Background: an optimization exercise with open tools, aiming at small area and a short achievable clock period. Do not read the settings as production practice. No functional check of the RTL was part of any run shown here. No activity file was given, so power comes from the tool's default toggle rates.

==> flow/design.v, too long to show whole: its modules and the start of the top module <==
// module fa: 8 lines
// module fpu_mul: 1051 lines
// module add_cmp24: 254 lines
// module carry_pfx: 13 lines
module fpu_mul( input         CLK,
                input         RESET,
                input         EN,
                input  [31:0] A,
                input  [31:0] B,
                output [31:0] Z );
  // ...
==> flow/flow/run.sh <==
#!/bin/bash
# Layout flow: the standard flow (standard.sh, the ORFS make targets) with
#  - the port buffers that ORFS inserts on every input and output made with
#    sky130_fd_sc_hd__buf_1 (BUFFER_PORTS_ARGS) instead of the default choice.
# Synthesis, floorplan, placement, CTS and routing are otherwise unchanged.
# Each ORFS step writes its full log under orfs/logs/; make's own output goes
# to standard.log here.
set -euo pipefail
MARGIN=$(cat flow/margin.txt 2>/dev/null || echo 6)
BUF=$(cat flow/portbuf.txt 2>/dev/null || echo sky130_fd_sc_hd__buf_1)
sed -E "s/SETUP_SLACK_MARGIN=[0-9.+-]+/SETUP_SLACK_MARGIN=${MARGIN} 'BUFFER_PORTS_ARGS=-buffer_cell ${BUF}'/" standard.sh > standard_margin.sh
grep -q "SETUP_SLACK_MARGIN=${MARGIN} " standard_margin.sh
bash standard_margin.sh > standard.log 2>&1
==> flow/flow/margin.txt <==
6.3
==> flow/standard.sh <==
#!/bin/bash
# synth_recipe.tcl (not shown) runs the flow's synth.tcl, then flattens the netlist and writes it again
# the make line also repeats each setting of config.mk as NAME=value (left out here)
make -C /OpenROAD-flow-scripts/flow DESIGN_CONFIG=/design/flow/config.mk WORK_HOME=/design/flow/orfs CLKGATE_MAP_FILE= SYNTH_SCRIPT=/design/flow/synth_recipe.tcl "${@:-finish}"
==> flow/config.mk <==
export PLATFORM = sky130hd
export DESIGN_NAME = fpu_mul
export DESIGN_NICKNAME = fpu_mul
export VERILOG_FILES = /design/flow/design.v
export SDC_FILE = /design/flow/constraint.sdc
export NUM_CORES = 4
export LEC_CHECK = 0
export ABC_AREA = 1
export CAP_MARGIN = 20
export CORE_MARGIN = 2
export CORE_UTILIZATION = 55
export SETUP_SLACK_MARGIN = 5
export SLEW_MARGIN = 20
export SYNTH_HIERARCHICAL = 1
export TNS_END_PERCENT = 10
==> flow/constraint.sdc <==
create_clock -name core_clock -period 10.0 [get_ports {CLK}]
set_input_delay 2.0000 -clock core_clock [delete_from_list [all_inputs] [get_ports {CLK}]]
set_output_delay 2.0000 -clock core_clock [all_outputs]
set_load 0.01 [all_outputs]
==> results.py, run 1 <==
metrics = {
    "cells_and_area": {
        "buf_share_pct": 6.166,
        "drive_gt1_share_pct": 13.18,
        "seq_cells": 185,
        "final_common_cell": "xor2_1",
        "register_area_mm2": 0.003880,
        "clk_share_pct": 2.837,
        "inv_count": 237,
        "largest_class": "multi-input combinational cells",
        "layout-area-overhead-vs-synth_pct": 12.12,
    },
    "synth": {
        "syn_inst": 2224,
        "yosysWarnings": 7,
        "synth_area_leader_cell": "fa_1",
        "yosysMostFrequentCell": "xor2_1",
        "ys_ff_latch": 185,
        "synthesis.area_mm2": 0.01971,
    },
    "critical_path": {
        "crit_top_cell": "fa_1",
        "cp.required_ps": 10340,
        "r2r_cells": 8,
        "crit_path_start": "neg[1]",
        "crit_end": "hB[26]",
    },
    "timing": {
        "fin_crit_ps": 3770,
        "relSlewSlack_pct": 35.75,
        "tns_ps": 0,
        "max_freq_ghz": 0.2653,
        "fin_crit_sh_pct": 37.70,
    },
    "power": {
        "seqPwrFrac_pct": 17.3,
        "p_clk_share_pct": 10.5,
        "power_density_mw_per_mm2": 306.6,
        "switching_power_mw": 3.363,
    },
    "cts": {
        "cts_tree": "yes",
        "cts_root_buf": "clkbuf_16",
        "clock_sinks": 185,
    },
    "floorplan": {
        "die_y_um": 193.3,
        "start_util_pct": 55.68,
    },
    "outcome": {
        "status": "finished clean",
    },
    "detailed_routing": {
        "wl_met1_mm": 25.87,
        "drtIter0Drc": 1847,
    },
    "run": {
        "maxCapViolCount": 0,
    },
    "global_route": {
        "antenna_found_initial": 1,
    },
    "worst_hold_path": {
        "hold_end": "es2[3]",
    },
    "placement": {
        "gp_congestion": 0.9483,
    },
}
==> module carry_pfx, before the edit <==
module carry_pfx
                 ( input  [7:0] a,
                   input  [7:0] b,
                   input          ci,
                   output         co );
wire [8:0] c;
assign c[0] = ci;
genvar i;
generate for (i = 0; i < 8; i = i + 1) begin : cc
  assign c[i+1] = (a[i] & b[i]) | ((a[i] | b[i]) & c[i]);
end endgenerate
assign co = c[8];
endmodule
==> run 2, diff against run 1 <==
--- a/flow/design.v
+++ b/flow/design.v
@@ -982,17 +982,17 @@
 fa u_fa259 (.a(fs179), .b(fs217), .ci(fc216), .s(fs259), .co(fc259));
 fa u_fa260 (.a(fc179), .b(fs218), .ci(fc217), .s(fs260), .co(fc260));
 fa u_fa261 (.a(t11[23]), .b(fs219), .ci(fc218), .s(fs261), .co(fc261));
 fa u_fa262 (.a(hs29), .b(t11[24]), .ci(fc219), .s(fs262), .co(fc262));
 assign hs32 = ~hc29;
 assign hc32 = hc29;
 wire [47:0] rowA = {fc262, fc261, fc260, fc259, fc258, fc257, fc256, fc255, fc254, fc253, fc252, fc251, fc250, fc249, fc248, fc247, fc246, fc245, fc244, fc243, fc242, fc241, fc240, fc239, fc238, fc237, fc236, fc235, fc234, fc233, fc232, fc231, fc230, fc229, fc228, fc227, fc226, fc225, fc224, fc223, fc222, fc221, fc220, hc31, hc30, hs30, t0[1], neg[0]};
 wire [47:0] rowB = {hs32, fs262, fs261, fs260, fs259, fs258, fs257, fs256, fs255, fs254, fs253, fs252, fs251, fs250, fs249, fs248, fs247, fs246, fs245, fs244, fs243, fs242, fs241, fs240, fs239, fs238, fs237, fs236, fs235, fs234, fs233, fs232, fs231, fs230, fs229, fs228, fs227, fs226, fs225, fs224, fs223, fs222, fs221, fs220, hs31, t1[0], 1'b0, t0[0]};
-wire [14:0] lowsum = {1'b0, rowA[13:0]} + {1'b0, rowB[13:0]};
+wire [16:0] lowsum = {1'b0, rowA[15:0]} + {1'b0, rowB[15:0]};
 wire [22:0] za, zb;
 assign za[0] = 1'b1;
 assign zb[0] = 1'b1;
 generate for (gj = 1; gj < 23; gj = gj + 1) begin : tza
   assign za[gj] = za[gj-1] & ~ma[gj-1];
 end endgenerate
 generate for (gj = 0; gj < 11; gj = gj + 1) begin : tzb
   assign zb[2*gj+1] = zb[2*gj] & ~one[gj];
@@ -1000,40 +1000,36 @@
 end endgenerate
 wire [22:0] zpair;
 generate for (gj = 0; gj < 23; gj = gj + 1) begin : zp
   assign zpair[gj] = za[gj] & zb[22-gj];
 end endgenerate
 wire sticky1 = ~(|zpair);
 reg        zero2, sign2, cl2, st2;
 reg  [8:0] es2;    
-reg [47:14] hA, hB;
+reg [47:16] hA, hB;
 always_ff @(posedge CLK) begin
   if (RESET) begin
     zero2 <= 1'b1; sign2 <= 1'b0;
   end else begin
     zero2 <= zero_r; sign2 <= sign_r;
   end
-  es2 <= esum_r; cl2 <= lowsum[14]; st2 <= sticky1;
-  hA <= rowA[47:14]; hB <= rowB[47:14];
+  es2 <= esum_r; cl2 <= lowsum[16]; st2 <= sticky1;
+  hA <= rowA[47:16]; hB <= rowB[47:16];
 end
 wire c22;    
-carry_pfx u_c22 (.a(hA[21:14]), .b(hB[21:14]), .ci(cl2), .co(c22));
+carry_pfx u_c22 (.a(hA[21:16]), .b(hB[21:16]), .ci(cl2), .co(c22));
 wire x22 = hA[22], y22 = hB[22];
-wire p22 = x22 ^ y22 ^ c22;
-wire c23 = (x22 & y22) | (c22 & (x22 ^ y22));
 wire [24:0] X = hA[47:23], Y = hB[47:23];
 wire [24:0] S = X ^ Y;
 wire [24:0] C = {X[23:0] & Y[23:0], 1'b0};
-wire p23 = S[0] ^ c23;
-wire up = p22 & (p23 | st2);
-wire m = (S[0] & c23) | (up & (S[0] ^ c23));
+wire m, r0;    
+round_sel u_rnd (.x22(x22), .y22(y22), .s0(S[0]), .st(st2), .c22(c22), .m(m), .r0(r0));
 wire [23:0] T0, T1;    
 add_cmp24 u_cmp (.a(S[24:1]), .b(C[24:1]), .s0(T0), .s1(T1));
-wire r0 = p23 ^ up;
 wire [22:0] F0 = T0[23] ? T0[22:0] : {T0[21:0], r0};
 wire [22:0] F1 = T1[23] ? T1[22:0] : {T1[21:0], r0};
 wire [22:0] f = m ? F1 : F0;
 wire r24 = m ? T1[23] : T0[23];
 wire [9:0] e2 = {1'b0, es2} - 10'd127;
 wire [9:0] e2p = {1'b0, es2} - 10'd126;
 wire zero_a = e2[9] | zero2,  inf_a = (e2[9:8] == 2'b01);
 wire zero_b = e2p[9] | zero2, inf_b = (e2p[9:8] == 2'b01);
@@ -1307,20 +1303,37 @@
 assign G5[22] = G4[22] | (P4[22] & G4[15]);
 assign P5[22] = P4[22] & P4[15];
 assign G5[23] = G4[23] | (P4[23] & G4[15]);
 assign P5[23] = P4[23] & P4[15];
 assign s0 = p ^ {G5[22:0], 1'b0};
 assign s1 = p ^ {G5[22:0] | P5[22:0], 1'b1};
 endmodule
 module carry_pfx
-                 ( input  [7:0] a,
-                   input  [7:0] b,
+                 ( input  [5:0] a,
+                   input  [5:0] b,
                    input          ci,
                    output         co );
-wire [8:0] c;
-assign c[0] = ci;
-genvar i;
-generate for (i = 0; i < 8; i = i + 1) begin : cc
-  assign c[i+1] = (a[i] & b[i]) | ((a[i] | b[i]) & c[i]);
-end endgenerate
-assign co = c[8];
+wire [5:0] g = a & b;
+wire [5:0] p = a | b;
+wire Gl1_0 = g[1] | (p[1] & g[0]);
+wire Pl1_0 = p[1] & p[0];
+wire Gl1_1 = g[3] | (p[3] & g[2]);
+wire Pl1_1 = p[3] & p[2];
+wire Gl1_2 = g[5] | (p[5] & g[4]);
+wire Pl1_2 = p[5] & p[4];
+wire Gl2_0 = Gl1_1 | (Pl1_1 & Gl1_0);
+wire Pl2_0 = Pl1_1 & Pl1_0;
+wire Gl3_0 = Gl1_2 | (Pl1_2 & Gl2_0);
+wire Pl3_0 = Pl1_2 & Pl2_0;
+assign co = Gl3_0 | (Pl3_0 & ci);
+endmodule
+module round_sel( input  x22, y22, s0, st, c22,
+                  output m, r0 );
+wire p22_0 = x22 ^ y22,        p22_1 = ~(x22 ^ y22);
+wire c23_0 = x22 & y22,        c23_1 = x22 | y22;
+wire p23_0 = s0 ^ c23_0,       p23_1 = s0 ^ c23_1;
+wire up_0  = p22_0 & (p23_0 | st), up_1 = p22_1 & (p23_1 | st);
+wire m_0 = (s0 & c23_0) | (up_0 & (s0 ^ c23_0));
+wire m_1 = (s0 & c23_1) | (up_1 & (s0 ^ c23_1));
+assign m  = c22 ? m_1 : m_0;
+assign r0 = c22 ? (p23_1 ^ up_1) : (p23_0 ^ up_0);
 endmodule
==> run 2 against run 1 <==
  * Still clean
  * Hold slack worse by 1.5 ps
  * Global-route usage is 0.69 points lower
  * Via count grew 1.3%
  * Clock power rose by 7.7%
  * Fmax is 1.5% lower
  * Sequential cell count decreased by 4
  * Utilization grew 0.59 points
  * Die area is 0.21% higher
  * Setup slack got worse by 59 ps
  * Count of clock-buffer cells in the layout increased by 1
  * Synthesized cell count increased by 1.2%
  * Critical path type unchanged
==> results.py, run 2 <==
metrics = {
    "outcome": {
        "status": "finished clean",
    },
    "timing": {
        "tns_ps": 0,
        "fin_crit_sh_pct": 38.28,
        "rsz0062_at_grt": "true",
        "hold_violations": 0,
        "fin_crit_ps": 3828,
        "skew_ps": 16.82,
        "slew_viol_final": 0,
        "setup_violations": 0,
        "relSlewSlack_pct": 29.83,
        "max_freq_ghz": 0.2612,
        "worst_pin_slew_ps": 1051,
    },
    "synth": {
        "synth_top_area_share_pct": 26.76,
        "async_flop_share_pct": 0,
        "synth_top_family_by_area": "adder cells",
        "syn_nets": 2694,
        "synth-xor-area-share_pct": 13.48,
        "yosysWarnings": 7,
        "synth_mux_area_share_pct": 0,
        "synth_area_leader_cell": "fa_1",
        "ys_top_cells_by_count": "xor2_1, o22ai_1, fa_1",
        "synthSimpleGateAreaFrac_pct": 11.14,
        "syn_avg_cell_area_um2": 8.775,
        "synthesis.area_mm2": 0.01975,
        "ys.flop_type": "dfxtp_1",
        "synthDistinctLibCells": 40,
        "synth_edf_count": 9,
        "yosysMostFrequentCell": "xor2_1",
        "synth_fa_ha_area_share_pct": 33.85,
        "yosys-top-cells-area": "fa_1, dfxtp_1, xor2_1, o22ai_1, ha_1",
        "synth-compound-area-share_pct": 15.05,
        "syn_inst": 2251,
        "ys_ff_latch": 181,
        "synth_seq_area_share_pct": 18.80,
    },
    "detailed_routing": {
        "detail_route.wl_per_cell_um": 22.96,
        "drc": 0,
        "drt_wl_total_mm": 64.53,
        "vias_per_cell": 6.153,
        "drtIter0Drc": 2027,
        "antenna_left": 0,
        "first_pass_iters": 6,
        "vias": 17300,
    },
    "power": {
        "ir_drop_mv": 0.3590,
        "power_density_mw_per_mm2": 304.3,
        "p_leak_nw": 10.50,
    },
    "critical_path": {
        "start_kind": "register",
        "arrival_ps": 4160,
        "end_kind": "register",
        "cp.required_ps": 10340,
        "critPathMaxStageDelay_ps": 560,
        "cp_slowest_cell": "fa_1",
        "crit_top_cell": "fa_1",
        "path_cells": "buf_4, inv_1, xor2_1, fa_1, fa_1, fa_1, fa_1, fa_1",
        "r2r_cells": 8,
        "crit_type": "register to register",
        "crit_path_max_fanout": 25,
    },
    "floorplan": {
        "dieArea_mm2": 0.03745,
        "start_util_pct": 55.67,
        "die_y_um": 193.5,
        "core_area_mm2": 0.03548,
        "die_x_um": 193.5,
        "placementRows": 69,
        "io_pins": 99,
    },
    "cells_and_area": {
        "reg.largest.list": "hA: 32 flops, hB: 32 flops",
        "drive_gt1_share_pct": 14.43,
        "final_common_cell": "xor2_1",
        "register_area_mm2": 0.003819,
        "multi_input_area_mm2": 0.01474,
        "nNetsFinal": 2780,
        "layout-area-overhead-vs-synth_pct": 13.21,
        "fin_area_mm2": 0.02236,
        "final_cell_mix": "xor2_1, fa_1, o22ai_1, nand2_1, inv_1",
        "diodes": 0,
        "fillCellCount": 3071,
    },
    "cts": {
        "clk_latency_ps": 460,
        "cts_made_buffers": 17,
        "clk_pin_slew_worst_paths_ps": 80,
        "clock_path_buffers": 2,
        "h-tree-depth": 4,
        "cts_root_buf": "clkbuf_16",
        "hold_buffers": 0,
        "cts_tree": "yes",
        "clock_sinks": 181,
    },
    "worst_hold_path": {
        "worstHoldPathCells": 0,
        "holdCritPathClass": "register to register",
    },
    "global_route": {
        "grt_pass1_vias": 17030,
        "track_usage_pct": 33.66,
        "grt_overflow": 0,
        "grt_pass1_wl_mm": 97.44,
        "antenna_found_initial": 0,
        "grt_max_degree": 80,
    },
    "placement": {
        "placed_cell_area_mm2": 0.02027,
        "numPortBuffers": 98,
        "gp_congestion": 0.9539,
        "post-dp-hpwl_mm": 42.98,
    },
    "run": {
        "maxCapViolCount": 0,
    },
}
-- run 2: path summary, 6_finish.rpt --
kind	startpoint	endpoint	slack [ps]
worst min-delay path	esum_r[5]	es2[5]	340
worst max-delay path	neg[5]	hB[34]	6170
worst min register to register	esum_r[5]	es2[5]	340
worst max register to register	neg[5]	hB[34]	6170
-- run 2: cell families (layout without fill, tap and decap cells) --
group,after synthesis,in the layout
compound gates,508,508
flops,181,181
xor+xnor,304,304
simple gates,487,488
buf+inv,395,493
fa+ha+maj,376,376
-- run 2: what timing repair did --
item	in CTS	in global routing
cloned	18	5
setup buffers	41	39
resized for setup	98	98
pin swaps	0	14
endpoints found under the setup margin	86	72
-- run 2: per-layer routing --
metal / routed length, um / up-vias / track usage (%)
li1: - / 7650 / -
met2: 27100 / 1068 / 50.07
met5: 0 / - / 0
met3: 7550 / 232 / 9.850
met1: 26630 / 8345 / 45.68
met4: 3249 / 0 / 14.79
-- run 2: cell type report --
type / instances / share of cell area, %
multi-input combinational: 1676 / 65.94
sequential: 181 / 17.08
timing repair buffer: 207 / 6.166
inverter: 232 / 4.599
tap: 461 / 2.579
clock buffer: 18 / 1.964
clock inverter: 14 / 1.030
timing repair inverter: 22 / 0.6491
-- run 2: critical path: cells and delay by family, from the launching register on --
family,cells,cell delay [ps]
fa+ha+maj,5,2430
buf+inv,2,720
flops,1,310
xor+xnor,1,230
-- run 2: Yosys stat by module, one instance, submodules excluded --
module	flops+latches	area, um2	times used
carry_pfx	0	146.4	1
round_sel	0	155.1	1
fa	0	20.02	256
fpu_mul	181	12650	1
add_cmp24	0	1674	1
-- run 2: report_power, final --
part	switching [mW]	internal, mW
Combinational	2.94	1.95
Clock	0.350	0.419
Sequential	0.105	1.04
-- run 2: per-stage QoR --
step / total power, mW / hold slack [ps] / instances / worst slack, ps / util [%]
4_1_cts: 6.629 / 345.2 / 2767 / 6105 / 60.80
5_1_grt: 7.553 / 349.2 / 2811 / 6113 / 63.02
3_3_place_gp: 5.670 / 326.0 / 2676 / 5569 / 57.12
3_5_place_dp: 5.793 / 326.9 / 2676 / 5471 / 57.12
6_report: 6.806 / 342.8 / 2811 / 6172 / 63.02
2_1_floorplan: 4.615 / 323.3 / 2251 / 6323 / -

-- separate check: timing with driven ports --
The results above use ideal ports. As a check the final layouts listed here were re-extracted and re-timed, cells and wires unchanged. Step 1 assumes that a clkbuf_16 drives the clock port and a buf_2 every other input. Step 2, shift: input delay + t, output delay - t, t = (earliest + latest rising clock arrival at the registers) / 2. This alone moves slack from input paths to output paths. a / b / c = ideal / step 1 / step 2; a / b = the first two.
run | t, ns | setup WS [ns] | hold WS [ns] | worst register clock-pin slew, ns | pins driven straight from the clock port
run 1 | 0.521 | 6.230 / 6.230 / 6.214 | 0.344 / 0.344 / 0.344 | 0.08 / 0.08 | 1
run 2 | 0.511 | 6.172 / 6.172 / 5.820 | 0.343 / 0.343 / 0.343 | 0.09 / 0.09 | 1
After both steps setup and hold are still met in every run listed. The setup slack of run 2, which loses most, moves by 0.000 ns with the drivers and by -0.352 ns with both steps.
